Source: an optimization exercise on an open RTL-to-GDS flow (aim: small area, a short achievable clock period and few clock cycles per item). Production flows keep margins and buffers that such runs may drop.
RTL that was checked went through simulation tests only; none was proved equivalent to the original.

== main ==
==> module fpadder, before the edit <==
module fpadder (output logic [31:0] sum, output logic ready,
		 input logic [31:0] a, input logic clock, nreset);
logic s_a, s_b, s_c, s_v, s_n;
logic [31:0] R;           
logic [23:0] Q;           
logic        sub;         
logic        flip;        
logic [7:0]  eA, eB, dd;
logic        azero, bzero, swp, aspec, bspec, nan;
logic [23:0] mS, mSal;
always_comb begin
  eA = R[30:23];
  eB = a[30:23];
  azero = (R[30:0] == '0);
  bzero = (a[30:0] == '0);
  swp = (eA < eB) | azero;
  dd  = swp ? (eB - eA) : (eA - eB);
  aspec = (eA == 8'hff);
  bspec = (eB == 8'hff);
  nan = (aspec && (R[22:0] != '0)) || (bspec && (a[22:0] != '0))
        || (aspec && bspec && (R[31] ^ a[31]));
  mS = {1'b1, swp ? R[22:0] : a[22:0]};
  mSal = (azero || bzero || dd >= 8'd24) ? 24'd0 : (mS >> dd[4:0]);
end
function automatic logic [24:0] sk_add(input logic [23:0] x, y, input logic ci);
  logic [24:0] g, p;
  logic [23:0] h;
  h = x ^ y;
  g = {x & y, ci};
  p = {h, 1'b0};
  for (int l = 0; l < 5; l++)
    for (int i = 0; i < 25; i++)
      if (((i >> l) & 1) == 1) begin
        g[i] = g[i] | (p[i] & g[((i >> l) << l) - 1]);
        p[i] = p[i] & p[((i >> l) << l) - 1];
      end
  sk_add = {g[24], h ^ g[23:0]};
endfunction
logic [23:0] p, q;
logic [24:0] D;
logic        neg, far, cy, ovf;
always_comb begin
  p = {1'b1, R[22:0]} & {24{~s_v}};
  q = Q ^ {24{sub}};
  D = sk_add(p, q, sub);
  neg = sub & ~D[24] & s_c;             
  far = sub ? (D[24] | s_v) & D[23] : 1'b1;
  cy  = ~sub & D[24];                   
  ovf = cy & (R[30:23] == 8'hfe);
end
logic [4:0]  lz;
logic [23:0] N;
always_comb begin
  lz = 5'd0;
  for (int i = 0; i < 24; i++)
    if (Q[i]) lz = 5'(23 - i);
  N = Q << lz;
end
assign ready = s_n | ((s_c | s_v) & ~neg & far);
always_comb begin
  sum[31] = R[31] ^ (s_n ? flip : s_v);
  if (s_n)
    sum[30:0] = {R[30:23] - {3'd0, lz}, N[22:0]};
  else if (cy)
    sum[30:0] = {R[30:23] + 8'd1, D[23:1] & {23{~ovf}}};
  else
    sum[30:0] = {R[30:23], D[22:0]};
end
always_ff @(posedge clock, negedge nreset)
  if (~nreset) begin
    {s_a, s_b, s_c, s_v, s_n} <= '0;
  end else begin
    s_a <= ready;
    s_b <= s_a;
    s_c <= s_b & ~(aspec | bspec);
    s_v <= s_c & neg;
    s_n <= (s_b & (aspec | bspec)) | ((s_c | s_v) & ~neg & ~far)
         | ~(s_a | s_b | s_c | s_v | s_n);
  end
always_ff @(posedge clock) begin
  flip <= 1'b0;
  if (~(s_a | s_b | s_c | s_v | s_n)) begin
    R <= '0;
    Q <= '0;
  end else if (s_b) begin
    if (aspec | bspec) begin
      R[31:23] <= {nan | (aspec ? R[31] : a[31]), 8'hff};
      Q <= {1'b1, {23{nan}}};
    end else begin
      if (swp) R <= a;
      Q <= mSal;
    end
    sub  <= R[31] ^ a[31];
  end else begin
    Q <= D[23:0];
    flip <= s_v;
    if (s_c & sub & (D[23:0] == '0))
      R[31:23] <= '0;
    if (s_a | s_n)
      R <= a;
  end
end
endmodule
Settings: LEC_CHECK=0, ABC_AREA=1, CAP_MARGIN=20, CORE_MARGIN=2, CORE_UTILIZATION=40, CTS_BUF_LIST=sky130_fd_sc_hd__clkbuf_8, SLEW_MARGIN=20; clock period 5.0 ns.
standard.sh (not shown) runs the stock make flow with config.mk's settings and CLKGATE_MAP_FILE= SYNTH_SCRIPT=/design/flow/synth_recipe.tcl, a recipe that flattens the netlist after the stock synthesis.
==> flow/flow/run.sh <==
#!/bin/bash
# Standard layout (standard synthesis unchanged), except that the ports are
# buffered with small plain buffers instead of the resizer's default pick (a delay
# cell).
set -euo pipefail
export BUFFER_PORTS_ARGS="-buffer_cell sky130_fd_sc_hd__buf_1"
bash standard.sh synth > synth.log 2>&1
bash standard.sh > layout.log 2>&1
Input changes introduced in the feature branch (baseline for comparison: main):
--- a/flow/design.v
+++ b/flow/design.v
@@ -58,13 +58,12 @@
 end
 assign ready = s_n | ((s_c | s_v) & ~neg & far);
 always_comb begin
-  sum[31] = R[31] ^ (s_n ? flip : s_v);
   if (s_n)
-    sum[30:0] = {R[30:23] - {3'd0, lz}, N[22:0]};
+    sum = {R[31] ^ flip, R[30:23] - {3'd0, lz}, N[22:0]};
   else if (cy)
-    sum[30:0] = {R[30:23] + 8'd1, D[23:1] & {23{~ovf}}};
+    sum = {R[31], R[30:23] + 8'd1, D[23:1] & {23{~ovf}}};
   else
-    sum[30:0] = {R[30:23], D[22:0]};
+    sum = {R[31] ^ s_v, R[30:23], D[22:0]};
 end
 always_ff @(posedge clock, negedge nreset)
   if (~nreset) begin
Findings:
- Per the comparison of the feature branch with main, multiplexer share of the synthesized area level, core utilization moved down, non-clock buffer count moved down.
- On the feature branch: post-route clock skew is 0.0046 ns lower than what main gave.
- The feature branch vs main: met1 layer wirelength in the final routing up in the feature branch
- Met3 track demand over resource in global routing delta for the feature branch relative to main: 0.46 points lower
- The feature branch vs. main: die area fell 80 um^2, proportion of cell area occupied by multi-input gates rose 1.0 points, maximum net fanout on the critical path rose 12, placement-stage worst setup slack rose 0.018 ns.
Testbench counts of the feature branch, summed over its fixed seeds: cycles 106,173, ops 32,000.
Function not checked in main: the RTL went through the layout flow alone.

---

The RTL this note starts from:
==> flow/design.v <==
module fpadder (output logic [31:0] sum, output logic ready,
		 input logic [31:0] a, input logic clock, nreset);
logic s_a, s_b, s_c, s_v, s_n;
logic [31:0] R;           
logic [23:0] Q;           
logic        sub;         
logic        spec;        
logic        flip;        
logic [7:0]  eA, eB, dd;
logic        azero, bzero, swp, aspec, bspec, nan;
logic [23:0] mS, mSal;
always_comb begin
  eA = R[30:23];
  eB = a[30:23];
  azero = (R[30:0] == '0);
  bzero = (a[30:0] == '0);
  swp = (eA < eB) | azero;
  dd  = swp ? (eB - eA) : (eA - eB);
  aspec = (eA == 8'hff);
  bspec = (eB == 8'hff);
  nan = (aspec && (R[22:0] != '0)) || (bspec && (a[22:0] != '0))
        || (aspec && bspec && (R[31] ^ a[31]));
  mS = {1'b1, swp ? R[22:0] : a[22:0]};
  mSal = (azero || bzero || dd >= 8'd24) ? 24'd0 : (mS >> dd[4:0]);
end
logic [23:0] p, q;
logic [24:0] D;
logic        neg, far, cy, ovf;
always_comb begin
  p = {1'b1, R[22:0]} & {24{~s_v}};
  q = Q ^ {24{sub}};
  D = {1'b0, p} + {1'b0, q} + {24'd0, sub};
  neg = sub & ~D[24] & s_c;             
  far = sub ? (D[24] | s_v) & D[23] : 1'b1;
  cy  = ~sub & D[24];                   
  ovf = cy & (R[30:23] == 8'hfe);
end
logic [4:0]  lz;
logic [23:0] N;
always_comb begin
  lz = 5'd0;
  for (int i = 0; i < 24; i++)
    if (Q[i]) lz = 5'(23 - i);
  N = Q << lz;
end
assign ready = s_n | ((s_c | s_v) & ~spec & ~neg & far);
always_comb begin
  if (s_n)
    sum = {R[31] ^ flip, R[30:23] - {3'd0, lz}, N[22:0]};
  else if (cy)
    sum = {R[31], R[30:23] + 8'd1, D[23:1] & {23{~ovf}}};
  else
    sum = {R[31] ^ s_v, R[30:23], D[22:0]};
end
always_ff @(posedge clock, negedge nreset)
  if (~nreset) begin
    {s_a, s_b, s_c, s_v, s_n} <= '0;
  end else begin
    s_a <= ready;
    s_b <= s_a;
    s_c <= s_b;
    s_v <= s_c & ~spec & neg;
    s_n <= ((s_c | s_v) & (spec | (~neg & ~far))) | ~(s_a | s_b | s_c | s_v | s_n);
  end
always_ff @(posedge clock) begin
  flip <= 1'b0;
  if (~(s_a | s_b | s_c | s_v | s_n)) begin
    R <= '0;
    Q <= '0;
  end else if (s_b) begin
    if (aspec | bspec) begin
      R[31:23] <= {nan | (aspec ? R[31] : a[31]), 8'hff};
      Q <= {1'b1, {23{nan}}};
    end else begin
      if (swp) R <= a;
      Q <= mSal;
    end
    sub  <= R[31] ^ a[31];
    spec <= aspec | bspec;
  end else if ((s_c | s_v) & ~spec) begin
    Q <= D[23:0];
    flip <= s_v;
    if (s_c & sub & (D[23:0] == '0))
      R[31:23] <= '0;
  end else if (s_a | s_n)
    R <= a;
end
endmodule
clock: 5.0 ns
lec_check: 0
cap_margin: 20
core_margin: 2
core_utilization: 40
slew_margin: 20
==> flow/flow/run.sh <==
#!/bin/bash
# Standard layout (standard synthesis unchanged), except that the ports are
# buffered with plain buffers instead of the resizer's default pick (a delay
# cell).
set -euo pipefail
export BUFFER_PORTS_ARGS="-buffer_cell sky130_fd_sc_hd__buf_2"
bash standard.sh synth > synth.log 2>&1
bash standard.sh > layout.log 2>&1
Testbench counts at the start, summed over its fixed seeds: cycles 106,173, ops 32,000.
==> next run, changes <==
--- a/flow/design.v
+++ b/flow/design.v
@@ -20,16 +20,15 @@
   bspec = (eB == 8'hff);
   nan = (aspec && (R[22:0] != '0)) || (bspec && (a[22:0] != '0))
         || (aspec && bspec && (R[31] ^ a[31]));
   mS = {1'b1, swp ? R[22:0] : a[22:0]};
-  mSal = (azero || bzero || dd >= 8'd24) ? 24'd0 : (mS >> dd[4:0]);
 end
 logic [23:0] p, q;
 logic [24:0] D;
 logic        neg, far, cy, ovf;
 always_comb begin
   p = {1'b1, R[22:0]} & {24{~s_v}};
-  q = Q ^ {24{sub}};
+  q = Q;
   D = {1'b0, p} + {1'b0, q} + {24'd0, sub};
   neg = sub & ~D[24] & s_c;             
   far = sub ? (D[24] | s_v) & D[23] : 1'b1;
   cy  = ~sub & D[24];                   
@@ -40,9 +39,18 @@
 always_comb begin
   lz = 5'd0;
   for (int i = 0; i < 24; i++)
     if (Q[i]) lz = 5'(23 - i);
-  N = Q << lz;
+end
+logic [23:0] shin, shout, qrev;
+logic [4:0]  sha;
+always_comb begin
+  for (int i = 0; i < 24; i++) qrev[i] = Q[23 - i];
+  shin  = s_n ? qrev : mS;
+  sha   = s_n ? lz : dd[4:0];
+  shout = (~s_n & (azero || bzero || dd >= 8'd24)) ? 24'd0 : (shin >> sha);
+  for (int i = 0; i < 24; i++) N[i] = shout[23 - i];
+  mSal = shout;
 end
 assign ready = s_n | ((s_c | s_v) & ~spec & ~neg & far);
 always_comb begin
   if (s_n)
@@ -72,14 +80,14 @@
       R[31:23] <= {nan | (aspec ? R[31] : a[31]), 8'hff};
       Q <= {1'b1, {23{nan}}};
     end else begin
       if (swp) R <= a;
-      Q <= mSal;
+      Q <= mSal ^ {24{R[31] ^ a[31]}};
     end
     sub  <= R[31] ^ a[31];
     spec <= aspec | bspec;
   end else if ((s_c | s_v) & ~spec) begin
-    Q <= D[23:0];
+    Q <= D[23:0] ^ {24{neg}};          
     flip <= s_v;
     if (s_c & sub & (D[23:0] == '0))
       R[31:23] <= '0;
   end else if (s_a | s_n)
Outcome: With this change the flow ran to the end with violations: negative setup slack. Maximum frequency drops by about 11%. Via count grows by 15%. Design area goes up by 20%. Synthesized cell count is higher by about 8%. Hold slack gets better by 0.033 ns. Critical path depth went up by 4. Routed wire length went up by 18%. Setup slack got worse by 0.62 ns. Clock skew stays flat. Synthesized area rose by about 0.6%. Count of clock-buffer cells in the layout does not change. Flip-flop and latch count is unchanged.
For the second run of this note, only the layout was checked, not whether the RTL still works.

==> static timing again, ports no longer ideal <==
In the flow no input, the clock included, has a driving cell. The finished layouts below were timed again as built, in two steps.
Step 1: set_driving_cell puts a clkbuf_16 on clock and a buf_2 on each other input, an assumption about the parent block.
Step 2, shift: input delay + t, output delay - t, t = (earliest + latest rising clock arrival at the registers) / 2. This alone moves slack from input paths to output paths.
Slacks: no drivers / after step 1 / after step 2; pairs: no drivers / after step 1.
run	t, ns	setup WS [ns]	slew at the worst register clock pin (ns)
main	0.397	0.261 / 0.220 / 0.454	0.09 / 0.09
the feature branch	0.408	0.266 / 0.226 / 0.283	0.08 / 0.08
the first run of note 2	0.383	0.203 / 0.155 / 0.147	0.06 / 0.06
the second run of note 2	0.402	-0.413 / -0.463 / -0.463	0.06 / 0.06
The setup slack of the first run of note 2, which loses most, moves by -0.048 ns with the drivers and by -0.056 ns with both steps.
